Background: an optimization exercise with open tools, aiming at a short achievable clock period and few clock cycles. Do not read the settings as production practice. In this exercise RTL edits were held to simulation tests only and were not proved equivalent to the original. Power is estimated from default activity; no workload was simulated.

--- design.v ---
module cpu(clk, reset, read_data, mem_addr, mem_cmd, out, N, V, Z, w);
    input clk, reset;
    input [15:0] read_data;
    output [8:0] mem_addr;
    output [1:0] mem_cmd;
    output [15:0] out;
    output N, V, Z, w;
    reg [127:0] rf;             
    reg [2:0]  flags;           
    reg [15:0] ir;              
    reg [8:0]  ir_pc;
    reg        irv;             
    reg        fq;              
    reg [8:0]  fa;
    reg [8:0]  pc_f;            
    reg        ld_q;            
    reg [7:0]  ld_wr;
    reg        halted;
    reg [1:0]  cmd_q;
    reg        use_maddr;
    reg [8:0]  maddr;
    reg [15:0] sdata;
    reg        ev;
    reg [15:0] opA, opB;
    reg        cin;
    reg [7:0]  e_wr;            
    reg [7:0]  e_ldrd;          
    reg        e_add, e_and, e_cmp, e_ld, e_st, e_redir, e_halt;
    assign mem_cmd = cmd_q;
    assign mem_addr = use_maddr ? maddr : pc_f;
    assign out = sdata;
    assign {V, N, Z} = flags;
    assign w = halted | e_halt;
    wire [15:0] sum = opA + opB + {15'b0, cin};
    wire [15:0] e_res = e_add ? sum : e_and ? (opA & opB) : opB;
    wire zf = &(opA ^ opB);
    wire vf = (opA[15] == opB[15]) & (sum[15] != opA[15]);
    wire [2:0] flags_n = e_cmp ? {vf, sum[15], zf} : flags;
    wire [15:0] wdata = ld_q ? read_data : e_res;
    wire [7:0]  we = ld_wr | e_wr;
    reg  [127:0] rf_n;
    integer k;
    always @(*) begin
        for (k = 0; k < 8; k = k + 1)
            rf_n[16*k +: 16] = we[k] ? wdata : rf[16*k +: 16];
    end
    wire arriving = fq & ~e_redir & ~e_halt & ~halted;
    wire irv_n = arriving | (irv & ~ev);
    wire ev_n = irv_n & ~e_ld & ~e_halt & ~halted;
    wire [15:0] nir = ld_q ? ir : read_data;
    wire [8:0]  npc = ld_q ? ir_pc : fa;
    wire [2:0] opc = nir[15:13];
    wire [1:0] op = nir[12:11];
    wire [2:0] rn = nir[10:8], rd = nir[7:5], rm = nir[2:0];
    wire [1:0] sh = nir[4:3];
    wire d_movi = (opc == 3'b110) & (op == 2'b10);
    wire d_movr = (opc == 3'b110) & (op == 2'b00);
    wire d_add  = (opc == 3'b101) & (op == 2'b00);
    wire d_cmp  = (opc == 3'b101) & (op == 2'b01);
    wire d_and  = (opc == 3'b101) & (op == 2'b10);
    wire d_mvn  = (opc == 3'b101) & (op == 2'b11);
    wire d_ldr  = (opc == 3'b011) & (op == 2'b00);
    wire d_str  = (opc == 3'b100) & (op == 2'b00);
    wire d_b    = (opc == 3'b001) & (op == 2'b00);
    wire d_bl   = (opc == 3'b010) & (op == 2'b11) & (rn == 3'b111);
    wire d_blx  = (opc == 3'b010) & (op == 2'b10) & (rn == 3'b111);
    wire d_bx   = (opc == 3'b010) & (op == 2'b00) & (rn == 3'b000);
    wire d_halt = ~(d_movi | d_movr | d_add | d_cmp | d_and | d_mvn | d_ldr | d_str |
                    d_b | d_bl | d_blx | d_bx);
    wire [15:0] vA = rf_n[16*rn +: 16];
    wire [15:0] vM = rf_n[16*rm +: 16];
    wire [15:0] vD = rf_n[16*rd +: 16];
    reg [15:0] vMs;
    always @(*) begin
        case (sh)
            2'b00: vMs = vM;
            2'b01: vMs = {vM[14:0], 1'b0};
            2'b10: vMs = {1'b0, vM[15:1]};
            default: vMs = {vM[15], vM[15:1]};
        endcase
    end
    wire [8:0] npc1 = npc + 9'd1;
    wire [15:0] sx8 = {{8{nir[7]}}, nir[7:0]};
    wire [8:0] sx5 = {{4{nir[4]}}, nir[4:0]};
    wire [15:0] opB_n = d_movi ? sx8 :
                        (d_bl | d_blx) ? {7'b0, npc1} :
                        (d_cmp | d_mvn) ? ~vMs : vMs;
    reg taken;
    always @(*) begin
        case (rn)
            3'd0: taken = 1'b1;
            3'd1: taken = (flags_n == 3'b001);
            3'd2: taken = ~flags_n[0];
            3'd3: taken = (flags_n == 3'b100) | (flags_n == 3'b010);
            3'd4: taken = (flags_n == 3'b100) | (flags_n == 3'b010) | (flags_n == 3'b001);
            default: taken = 1'b0;
        endcase
    end
    wire d_redir = (d_b & taken) | d_bl | d_blx | d_bx;
    wire [8:0] maddr_n = (d_ldr | d_str) ? vA[8:0] + sx5 :
                         (d_b | d_bl) ? npc1 + sx8[8:0] :
                         (d_blx & (rd == 3'b111)) ? npc1 : vD[8:0];
    wire [7:0] rd_oh = 8'b1 << rd;
    wire [7:0] rn_oh = 8'b1 << rn;
    wire [7:0] wr_n = d_movi ? rn_oh :
                      (d_movr | d_add | d_and | d_mvn) ? rd_oh :
                      (d_bl | d_blx) ? 8'b1000_0000 : 8'b0;
    wire halted_n = halted | e_halt;
    wire n_ld = ev_n & d_ldr, n_st = ev_n & d_str, n_redir = ev_n & d_redir;
    wire n_halt = ev_n & d_halt;
    wire fetching = cmd_q[1] & ~e_ld;
    wire [8:0] addr_now = mem_addr;
    always @(posedge clk) begin
        rf <= rf_n;
        flags <= flags_n;
        opA <= vA;
        opB <= opB_n;
        sdata <= vD;
        maddr <= maddr_n;
        cin <= d_cmp;
        e_add <= d_add | d_cmp;
        e_and <= d_and;
        e_ldrd <= rd_oh;
        ir <= arriving ? read_data : ir;
        ir_pc <= arriving ? fa : ir_pc;
        fa <= addr_now;
        if (reset) begin
            irv <= 1'b0;
            fq <= 1'b0;
            pc_f <= 9'd0;
            ld_q <= 1'b0;
            ld_wr <= 8'b0;
            halted <= 1'b0;
            cmd_q <= 2'b10;
            use_maddr <= 1'b0;
            ev <= 1'b0;
            e_wr <= 8'b0;
            e_cmp <= 1'b0;
            e_ld <= 1'b0;
            e_st <= 1'b0;
            e_redir <= 1'b0;
            e_halt <= 1'b0;
        end else begin
            irv <= irv_n;
            fq <= fetching;
            pc_f <= fetching ? addr_now + 9'd1 : pc_f;
            ld_q <= e_ld;
            ld_wr <= e_ld ? e_ldrd : 8'b0;
            halted <= halted_n;
            ev <= ev_n;
            e_wr <= ev_n ? wr_n : 8'b0;
            e_cmp <= ev_n & d_cmp;
            e_ld <= n_ld;
            e_st <= n_st;
            e_redir <= n_redir;
            e_halt <= n_halt;
            if (halted_n | n_halt) begin
                cmd_q <= 2'b00;
                use_maddr <= 1'b0;
            end else if (n_st) begin
                cmd_q <= 2'b01;
                use_maddr <= 1'b1;
            end else begin
                cmd_q <= 2'b10;
                use_maddr <= n_ld | n_redir;
            end
        end
    end
endmodule
--- constraint.sdc ---
create_clock -name core_clock -period 7.0 [get_ports {clk}]
set_input_delay 1.4000 -clock core_clock [delete_from_list [all_inputs] [get_ports {clk}]]
set_output_delay 1.4000 -clock core_clock [all_outputs]
set_load 0.01 [all_outputs]
--- config.mk ---
export PLATFORM = sky130hd
export DESIGN_NAME = cpu
export DESIGN_NICKNAME = cpu
export VERILOG_FILES = /design/flow/design.v
export SDC_FILE = /design/flow/constraint.sdc
export NUM_CORES = 4
export LEC_CHECK = 0
export ABC_CLOCK_PERIOD_IN_PS = 3000
export CAP_MARGIN = 20
export CORE_MARGIN = 2
export CORE_UTILIZATION = 40
export SETUP_SLACK_MARGIN = 4.0
export SLEW_MARGIN = 20
export TNS_END_PERCENT = 100
--- run.sh ---
#!/bin/bash
# synth_recipe.tcl (not shown) runs the flow's synth.tcl, then flattens the netlist and writes it again
# the make line also repeats each setting of config.mk as NAME=value (left out here)
make -C /OpenROAD-flow-scripts/flow DESIGN_CONFIG=/design/flow/config.mk WORK_HOME=/design/flow/orfs CLKGATE_MAP_FILE= SYNTH_SCRIPT=/design/flow/synth_recipe.tcl finish
==> results of run 1 <==
layer usage:
metal	wire length (µm)	vias to the layer above	part of all wire [%]
met4	4520	0	6.3
met5	0	-	0
li1	-	7741	-
met1	28500	8520	39
met3	8440	280	12
met2	30800	1229	43
kinds of logic after synthesis:
| logic type | Yosys count | synth area share [%] |
|---|---|---|
| flops | 270 | 34.9 |
| fa+ha+maj | 38 | 3.12 |
| xor+xnor | 41 | 2.21 |
| buf+inv | 211 | 5.15 |
| compound gates | 610 | 25.9 |
| mux | 118 | 8.13 |
| simple gates | 736 | 20.6 |
power breakdown:
group / total, mW / switching (mW) / internal [mW] / leakage [nW]
clock: 1.68 / 0.709 / 0.975 / 0.506
sequential: 1.97 / 0.137 / 1.84 / 2.27
combinational: 2.24 / 1.32 / 0.913 / 5.84
per-stage QoR:
step                cell area, µm²  cells  hold slack [ns]  util, %
finish                       21900   2718            0.417     54.8
global route                 21900   2717            0.432     54.8
CTS                          20700   2664            0.419     51.9
floorplan                    16700   2024            0.401        -
detailed placement           17400   2498            0.411     43.6
global placement             17400   2498            0.410     43.6
cell usage after synthesis (all sizes together), types with 11 or more instances:
cell,number
nor3,60
and3,15
nand2,231
nand3,73
a31oi,31
o311ai,13
nand2b,11
ha,34
nand4,12
o2111ai,12
o21ai,123
a221oi,13
xnor2,31
a21oi,136
o211ai,45
a21o,20
nor2,228
mux2i,71
a22oi,18
or2,19
o22ai,20
o31ai,14
edfxtp,25
dfxtp,245
a211o,15
a211oi,38
a311oi,11
inv,70
and2,25
or3,30
mux2,41
clkbuf,99
buf,40
nor2b,12
path summary, 6_finish.rpt:
kind	startpoint	end	cells after the start
setup reg to reg	opA[0]	maddr[8]	21
hold / removal	fa[7]	ir_pc[7]	0
hold reg to reg	fa[7]	ir_pc[7]	0
setup / recovery	opA[0]	maddr[8]	21
registers in the layout, summed over array words and instances, names as in the netlist, 2 cells and up:
| register | count |
|---|---|
| cmd_q | 2 |
| e_wr | 8 |
| ld_wr | 8 |
| opB | 16 |
| opA | 16 |
| maddr | 9 |
| e_ldrd | 8 |
| pc_f | 9 |
| ir | 16 |
| ir_pc | 9 |
| rf | 128 |
| flags | 3 |
| fa | 9 |
| sdata | 16 |
area by class of cell:
class	instances	share of cell area, %
Multi-Input combinational cell	1548	54.3
Sequential cell	270	25.9
Timing Repair Buffer	245	10.6
Clock buffer	41	3.95
Tap cell	525	3.00
Inverter	72	1.46
Clock inverter	15	0.743
Timing Repair inverter	1	0.0400
Antenna cell	1	0.0114
repair_timing:
| item | 4_1_cts | 5_1_grt |
|---|---|---|
| cloned | 7 | 2 |
| hold buffers | 0 | 0 |
| setup endpoints to repair | 138 | 119 |
| pin swaps | 78 | 82 |
| buffers inserted | 103 | 51 |
| gates resized for setup | 349 | 153 |
worst max-delay path, cell delays in order (launching register included):
cell and delay (ns):
sky130_fd_sc_hd__dfxtp_4 0.36, sky130_fd_sc_hd__inv_2 0.07, sky130_fd_sc_hd__fa_2 0.21, sky130_fd_sc_hd__inv_2 0.04, sky130_fd_sc_hd__fa_2 0.35, sky130_fd_sc_hd__a21o_1 0.22
sky130_fd_sc_hd__a221o_2 0.41, sky130_fd_sc_hd__xor2_4 0.18, sky130_fd_sc_hd__a211oi_4 0.48, sky130_fd_sc_hd__or2_4 0.33, sky130_fd_sc_hd__o21ai_4 0.09, sky130_fd_sc_hd__nor2_1 0.10
sky130_fd_sc_hd__nor3_1 0.06, sky130_fd_sc_hd__nor3_2 0.24, sky130_fd_sc_hd__a31oi_4 0.09, sky130_fd_sc_hd__ha_4 0.30, sky130_fd_sc_hd__inv_2 0.04, sky130_fd_sc_hd__o21bai_1 0.13
sky130_fd_sc_hd__a21oi_1 0.09, sky130_fd_sc_hd__xnor2_1 0.19, sky130_fd_sc_hd__xnor2_1 0.10, sky130_fd_sc_hd__a221o_1 0.29
==> summary.md, run 1 <==
| Metric | Value |
|---|---|
| Setup slack at placement | `1.47 ns` |
| Met1 track utilization from global routing | `between 40% and 50%` |
| Die height | `205 µm` |
| Clock Root Buffer | `sky130_fd_sc_hd__clkbuf_16` |
| Layout overhead on the synthesized area | `35.0%` |
| Cell type with the largest total area after synthesis | `sky130_fd_sc_hd__dfxtp_1` |
| Average cell area after synthesis | `roughly 8.0 µm²` |
| Final Worst Setup Slack | `between 2 and 2.5 ns` |
| Area of the mapped netlist | `16200 µm²` |
| Half-perimeter wire length of the detailed placement result | `45400 µm` |
| Via count of the first global-routing pass | `around 16000` |
| RSZ-0062 raised after global routing | `yes` |
| Number of flops mapped to enable cells by yosys | `25` |
| Actual slew at the worst max-slew pin | `~1.1 ns` |
| Layout cells sized above 1 | `between 20% and 30%` |
| Share of async-settable or async-resettable flops after synthesis | `0%` |
| Critical path peak fanout | `7` |
| Worst clock skew | `~0.016 ns` |
| Wire length of the first global-routing pass | `~100000 µm` |
| Primary FF master, synth | `sky130_fd_sc_hd__dfxtp_1` |
| Maximum number of pins on one net before global-route repair | `a little over 60` |
| Initial Util | `40.6%` |
| Cell types with the largest area share after synthesis | `sky130_fd_sc_hd__dfxtp_1, sky130_fd_sc_hd__nand2_1, sky130_fd_sc_hd__nor2_1` |
| Data arrival time of the critical path | `4.99 ns` |
| Count of endpoints failing hold in the final timing report | `0` |
| Vias after detailed routing | `about 18000` |
| Number of antenna violations at the first check in global routing | `0` |
| Leakage power | `between 8 and 9 nW` |
| Number of nets with antenna violations after detailed routing | `0` |
| Remaining DRCs | `0` |
| Row cnt | `73` |
| Commonest cells after routing, fill and taps aside | `sky130_fd_sc_hd__dfxtp_1, sky130_fd_sc_hd__nand2_1, sky130_fd_sc_hd__nor2_1, sky130_fd_sc_hd__buf_4, sky130_fd_sc_hd__a21oi_1` |
| Net Count, Synth | `approximately 2100` |
| Sum of routed wire length over all layers | `between 70000 and 80000 µm` |
| GR met3 Demand/Resource | `~8.0%` |
| Width of the chip | `slightly above 200 µm` |
| Setup slack on the worst flop-to-flop path | `about 2.5 ns` |
| Number of nets in the layout | `2225` |
| Cts bufs inserted | `31` |
| Clock tree buffer depth | `3` |
| Kind of start point of the critical path | `flip-flop` |
| Worst min-delay path class | `reg2reg` |
| Post-DR wirelength/cell | `26.6 µm` |
| Sequential share of the synthesized area | `approximately a third` |
| Clock latency on the worst-skew pair | `0.60 ns` |
| CORE AREA | `around 40000 µm²` |
| H-tree depth | `1` |
| Clock tree from TritonCTS | `yes` |
| Router iterations before antenna repair | `9` |
| CP Capture Type | `flip-flop` |
| Met2 Track Usage GR | `49.0%` |
| Clk sink count | `270` |
| Number of DRC markers after the initial detailed-route iteration | `approximately 2600` |
| Storage cell area | `about 5700 µm²` |
| Final Critical Period | `between 4 and 5 ns` |
| Worst path required time | `approximately 7.5 ns` |
| Power per standard cell area | `approximately 270 nW/µm²` |
| Final Setup Violations | `0` |
| Number of port buffers | `48` |
| Worst voltage drop across the vdd grid | `between 0.2 and 0.25 mV` |
| Top cell type's share of synthesized area | `a little under a third` |
| Clock transition at path regs | `0.07 ns` |
| Timing-limited maximum frequency | `around 220 MHz` |
| Cells after synthesis | `between 2000 and 2500` |
| Max-cap check violation count | `0` |
| Leading cell type in the layout, fill and taps excluded | `sky130_fd_sc_hd__dfxtp_1` |
| Flip-flop and latch count after synthesis | `270` |
| Fin Setup TNS | `0 ns` |
| Area used by multi-input combinational logic | `about 12000 µm²` |
| Via density per instance | `between 6 and 7` |
| Total global routing track utilization | `32.9%` |
| Number of top-level design ports | `49` |
| GR peak layer | `met2` |
| Headroom to the max-slew limit | `28.0%` |
| Remaining global-route overflow | `0` |
| Path type of the worst setup path | `reg2reg` |
| Library cells used by synthesis | `93` |
| Total Power Consumption | `~6 mW` |
| Count of filler cells inserted in the layout | `approximately 3500` |
| Tcrit/Tclk final | `between 60% and 70%` |
| Synth warnings | `1` |
| Outcome | `timing/DRC/antenna clean` |
| Die area | `approximately 42000 µm²` |
| Gp weighted congestion | `0.960` |
| Pins Over Slew Limit | `0` |
Testbench counts, summed over its fixed seeds: cycles 21,574.
==> inputs of run 2 (changes only) <==
--- a/config.mk
+++ b/config.mk
@@ -6,9 +6,6 @@
 export NUM_CORES = 4
 export LEC_CHECK = 0
-export ABC_CLOCK_PERIOD_IN_PS = 3000
 export CAP_MARGIN = 20
 export CORE_MARGIN = 2
 export CORE_UTILIZATION = 40
-export SETUP_SLACK_MARGIN = 4.0
 export SLEW_MARGIN = 20
-export TNS_END_PERCENT = 100
==> summary.md, run 2 <==
| Metric | Value |
|---|---|
| Half-perimeter wire length of the detailed placement result | `47100 µm (was 45400 µm)` |
| Post-DR wirelength/cell | `25.8 µm (was 26.6 µm)` |
| Primary FF master, synth | `sky130_fd_sc_hd__dfxtp_1 (unchanged)` |
| Remaining global-route overflow | `0 (unchanged)` |
| Clock latency on the worst-skew pair | `0.56 ns (was 0.60 ns)` |
| Proportion of power drawn by flip-flops and latches | `35.7% (was 33.5%)` |
| Routed metal-1 wire length | `28600 µm (was 28500 µm)` |
| Flip-flop and latch count after synthesis | `270 (unchanged)` |
| Via density per instance | `6.46 (was 6.54)` |
| Average cell area after synthesis | `8.01 µm² (unchanged)` |
| Vias after detailed routing | `16600 (was 17800)` |
| Number of top-level design ports | `49 (unchanged)` |
| Xor-xnor portion of the synthesized cell area | `2.21% (unchanged)` |
| Tcrit/Tclk final | `75.8% (was 64.3%)` |
| Complex-gate fraction of the synthesized area | `25.9% (unchanged)` |
| Library cells used by synthesis | `93 (unchanged)` |
| Router iterations before antenna repair | `8 (was 9)` |
| Count of cells along the worst register-to-register path | `21 (unchanged)` |
| H-tree depth | `2 (was 1)` |
| Top cell type's share of synthesized area | `30.2% (unchanged)` |
| Clock tree buffer depth | `3 (unchanged)` |
| Switching power total | `1.91 mW (was 2.17 mW)` |
| Pins Over Slew Limit | `0 (unchanged)` |
| Final Critical Period | `5.31 ns (was 4.50 ns)` |
| Portion of total power attributed to combinational logic | `30.0% (was 37.9%)` |
| Max-cap check violation count | `0 (unchanged)` |
| Net Count, Synth | `2080 (unchanged)` |
| Fin Setup TNS | `0 ns (unchanged)` |
| Count of endpoints failing hold in the final timing report | `0 (unchanged)` |
| Die area | `42200 µm² (unchanged)` |
| Number of flops mapped to enable cells by yosys | `25 (unchanged)` |
| Total global routing track utilization | `31.2% (was 32.9%)` |
| Remaining DRCs | `0 (unchanged)` |
| Most frequent cells after synthesis | `sky130_fd_sc_hd__dfxtp_1, sky130_fd_sc_hd__nand2_1, sky130_fd_sc_hd__nor2_1 (unchanged)` |
| Max FFs per register | `128 (unchanged)` |
| Final Setup Violations | `0 (unchanged)` |
| Wire length of the first global-routing pass | `98000 µm (was 104000 µm)` |
| Post-route cell area | `18400 µm² (was 21900 µm²)` |
| Share of cell area taken by muxes after synthesis | `8.13% (unchanged)` |
| Destination of the worst hold path | `ld_wr[1] (was ir_pc[7])` |
| Fraction of power spent switching nets | `34.8% (was 36.8%)` |
| Area after detailed placement | `17200 µm² (was 17400 µm²)` |
| Wire length on met3 | `7070 µm (was 8440 µm)` |
| Number of port buffers | `48 (unchanged)` |
| Path type of the worst setup path | `reg2reg (unchanged)` |
| Cell-internal power | `3.58 mW (was 3.72 mW)` |
| Critical path peak fanout | `8 (was 7)` |
| Worst path required time | `7.44 ns (was 7.49 ns)` |
| Routed length on met2 | `27200 µm (was 30800 µm)` |
| Layout overhead on the synthesized area | `13.6% (was 35.0%)` |
| Layout cells sized above 1 | `10.2% (was 29.1%)` |
| Data arrival time of the critical path | `5.75 ns (was 4.99 ns)` |
| Most frequent cell after synthesis | `sky130_fd_sc_hd__dfxtp_1 (unchanged)` |
| RSZ-0062 raised after global routing | `no (was yes)` |
| Final Worst Setup Slack | `1.69 ns (was 2.50 ns)` |
| Sequential share of the synthesized area | `34.9% (unchanged)` |
| Via count of the first global-routing pass | `15200 (was 16400)` |
| Power per standard cell area | `298 nW/µm² (was 269 nW/µm²)` |
| Cells after synthesis | `2024 (unchanged)` |
| CORE AREA | `39900 µm² (unchanged)` |
| Width of the chip | `205 µm (unchanged)` |
| Top metal layer carrying routed signals | `met5 (was met4)` |
| Largest reg by FF count | `rf (unchanged)` |
| Cts bufs inserted | `35 (was 31)` |
| Setup slack on the worst flop-to-flop path | `1.69 ns (was 2.50 ns)` |
| Dominant combinational cell family by area after synthesis | `compound AO/OA/AOI/OAI gates (unchanged)` |
| Count of cells resized by post-cts repair | `0 (was 349)` |
| Worst flop-to-flop path endpoint | `maddr[8] (unchanged)` |
| Number of nets in the layout | `2073 (was 2225)` |
| Number of antenna violations at the first check in global routing | `4 (was 0)` |
| Origin of the worst min-delay path | `e_ldrd[1] (was fa[7])` |
| Leading cell type in the layout, fill and taps excluded | `sky130_fd_sc_hd__dfxtp_1 (unchanged)` |
| CP Capture Type | `flip-flop (unchanged)` |
| Startpoint of the worst register-to-register path | `opA[0] (unchanged)` |
| Outcome | `timing/DRC/antenna clean (unchanged)` |
| Clock Root Buffer | `sky130_fd_sc_hd__clkbuf_16 (unchanged)` |
| Cell type with the largest total area after synthesis | `sky130_fd_sc_hd__dfxtp_1 (unchanged)` |
| Setup slack at placement | `1.29 ns (was 1.47 ns)` |
| Synth warnings | `1 (unchanged)` |
| Headroom to the max-slew limit | `23.9% (was 28.0%)` |
| Area of the mapped netlist | `16200 µm² (unchanged)` |
| Synth Area in Adders | `3.12% (unchanged)` |
| Die height | `205 µm (unchanged)` |
| Part of the power in the clock network | `34.4% (was 28.6%)` |
| Clock transition at path regs | `0.06 ns (was 0.07 ns)` |
| Number of nets with antenna violations after detailed routing | `0 (unchanged)` |
| Commonest cells after routing, fill and taps aside | `sky130_fd_sc_hd__dfxtp_1, sky130_fd_sc_hd__nand2_1, sky130_fd_sc_hd__nor2_1, sky130_fd_sc_hd__a21oi_1, sky130_fd_sc_hd__o21ai_0 (was sky130_fd_sc_hd__dfxtp_1, sky130_fd_sc_hd__nand2_1, sky130_fd_sc_hd__nor2_1, sky130_fd_sc_hd__buf_4, sky130_fd_sc_hd__a21oi_1)` |
| Clock tree from TritonCTS | `yes (unchanged)` |
| Setup fix buffers added after clock tree synthesis | `0 (was 103)` |
| Share of async-settable or async-resettable flops after synthesis | `0% (unchanged)` |
| Initial Util | `40.6% (unchanged)` |
| Cts-stage hold buffer count | `0 (unchanged)` |
| Worst Hold Slack | `0.421 ns (was 0.417 ns)` |
| Number of DRC markers after the initial detailed-route iteration | `2303 (was 2612)` |
| Row cnt | `73 (unchanged)` |
| Cell types with the largest area share after synthesis | `sky130_fd_sc_hd__dfxtp_1, sky130_fd_sc_hd__nand2_1, sky130_fd_sc_hd__nor2_1 (unchanged)` |
| Worst clock skew | `0.0206 ns (was 0.0158 ns)` |
| Maximum number of pins on one net before global-route repair | `62 (was 61)` |
| Timing-limited maximum frequency | `188 MHz (was 222 MHz)` |
| Clk sink count | `270 (unchanged)` |
| Worst hold path cell count | `1 (was 0)` |
| Worst min-delay path class | `reg2reg (unchanged)` |
| Kind of start point of the critical path | `flip-flop (unchanged)` |
| Worst voltage drop across the vdd grid | `0.178 mV (was 0.204 mV)` |
| Gp weighted congestion | `0.965 (was 0.960)` |
| Actual slew at the worst max-slew pin | `1.13 ns (was 1.07 ns)` |
| Leakage power | `7.34 nW (was 8.61 nW)` |
| Sum of routed wire length over all layers | `66400 µm (was 72200 µm)` |
| Synth Area in Simple Gates | `20.6% (unchanged)` |
[run 2: cell type report]
cell class | count | area (µm²)
antenna | 2 | 5.00
fill | 3898 | 21500
multi-input combinational | 1543 | 9800
timing repair buffer | 95 | 846
clock inverter | 13 | 178
sequential | 270 | 5660
tap | 525 | 657
clock buffer | 49 | 1010
inverter | 72 | 270
[run 2: critical path: stages (launching register included)]
cell and delay, ns:
sky130_fd_sc_hd__dfxtp_1 0.36, sky130_fd_sc_hd__inv_1 0.10, sky130_fd_sc_hd__fa_1 0.22, sky130_fd_sc_hd__inv_1 0.07, sky130_fd_sc_hd__fa_1 0.41, sky130_fd_sc_hd__a21o_1 0.20
sky130_fd_sc_hd__a221o_1 0.46, sky130_fd_sc_hd__xor2_1 0.21, sky130_fd_sc_hd__a211oi_2 0.70, sky130_fd_sc_hd__or2_1 0.36, sky130_fd_sc_hd__o21ai_0 0.23, sky130_fd_sc_hd__nor2_1 0.15
sky130_fd_sc_hd__nor3_1 0.06, sky130_fd_sc_hd__nor3_1 0.22, sky130_fd_sc_hd__a31oi_1 0.14, sky130_fd_sc_hd__ha_1 0.40, sky130_fd_sc_hd__inv_1 0.09, sky130_fd_sc_hd__o21bai_1 0.07
sky130_fd_sc_hd__a21oi_1 0.18, sky130_fd_sc_hd__xnor2_1 0.15, sky130_fd_sc_hd__xnor2_1 0.09, sky130_fd_sc_hd__a221o_1 0.30
[run 2: through the flow]
step / instances / utilization (%) / total power [mW]
after global routing: 2567 / 46.1 / 5.72
after detailed placement: 2504 / 43.1 / 3.58
after CTS: 2566 / 46.1 / 5.46
after floorplan: 2024 / - / 3.04
after global placement: 2504 / 43.1 / 3.55
final: 2569 / 46.1 / 5.50
[run 2: cells by family after synthesis]
| family | Yosys count |
|---|---|
| buffers and inverters | 211 |
| AND/OR/NAND/NOR | 736 |
| flip-flops | 270 |
| XOR/XNOR | 41 |
| multiplexers | 118 |
| adder cells (fa/ha/maj) | 38 |
| AO/OA/AOI/OAI | 610 |
[run 2: power groups by stage]
stage / Sequential (mW) / Clock (mW) / Combinational, mW
after floorplan: 1.95 / 0 / 1.08
after global placement: 1.98 / 0 / 1.57
after detailed placement: 1.99 / 0 / 1.59
after CTS: 1.96 / 1.90 / 1.60
after global routing: 1.98 / 1.96 / 1.78
final: 1.96 / 1.89 / 1.65
[run 2: how the worst max path moves through the flow]
stage	endpoint	slack, ns	startpoint	cells after the start
3_3_place_gp	maddr[8]	1.37	read_data[8]	16
3_5_place_dp	maddr[8]	1.29	read_data[8]	16
6_report	maddr[8]	1.69	opA[0]	21
2_1_floorplan	maddr[8]	2.03	read_data[8]	18
4_1_cts	maddr[8]	1.64	opA[0]	21
5_1_grt	maddr[8]	1.36	opA[0]	22
[run 2: metal layers]
layer  global-route usage (%)  vias to the layer above
met3                     6.97                      193
li1                         -                     7415
met5                        0                        -
met1                     43.6                     8007
met4                     15.9                        2
met2                     44.9                      982

==> separate check: timing with driven ports <==
The results above use ideal ports. As a check the final layouts listed here were re-extracted and re-timed, cells and wires unchanged. Step 1 sets driving cells, clkbuf_16 on the clock port and buf_2 on the other inputs (assumed; they add their load-dependent delay and slew). Step 2 moves the port delays by t, midway between the first and last clock arrival at a register: inputs arrive t later, outputs are due t later. That takes back most of the time a late clock gives input paths. Slacks: ideal ports / drivers / drivers and shift; pairs: ideal ports / drivers.
run | shift t [ns] | slack for setup (ns) | worst setup path at the end | clock arrival spread, ns
run 1 | 0.643 | 2.499 / 2.499 / 2.033 | input to register | 0.016 / 0.016
run 2 | 0.601 | 1.694 / 1.694 / 1.201 | input to register | 0.021 / 0.021
After both steps every run listed still meets setup and hold. The setup slack of run 2, which loses most, moves by 0.000 ns with the drivers and by -0.493 ns with both steps.
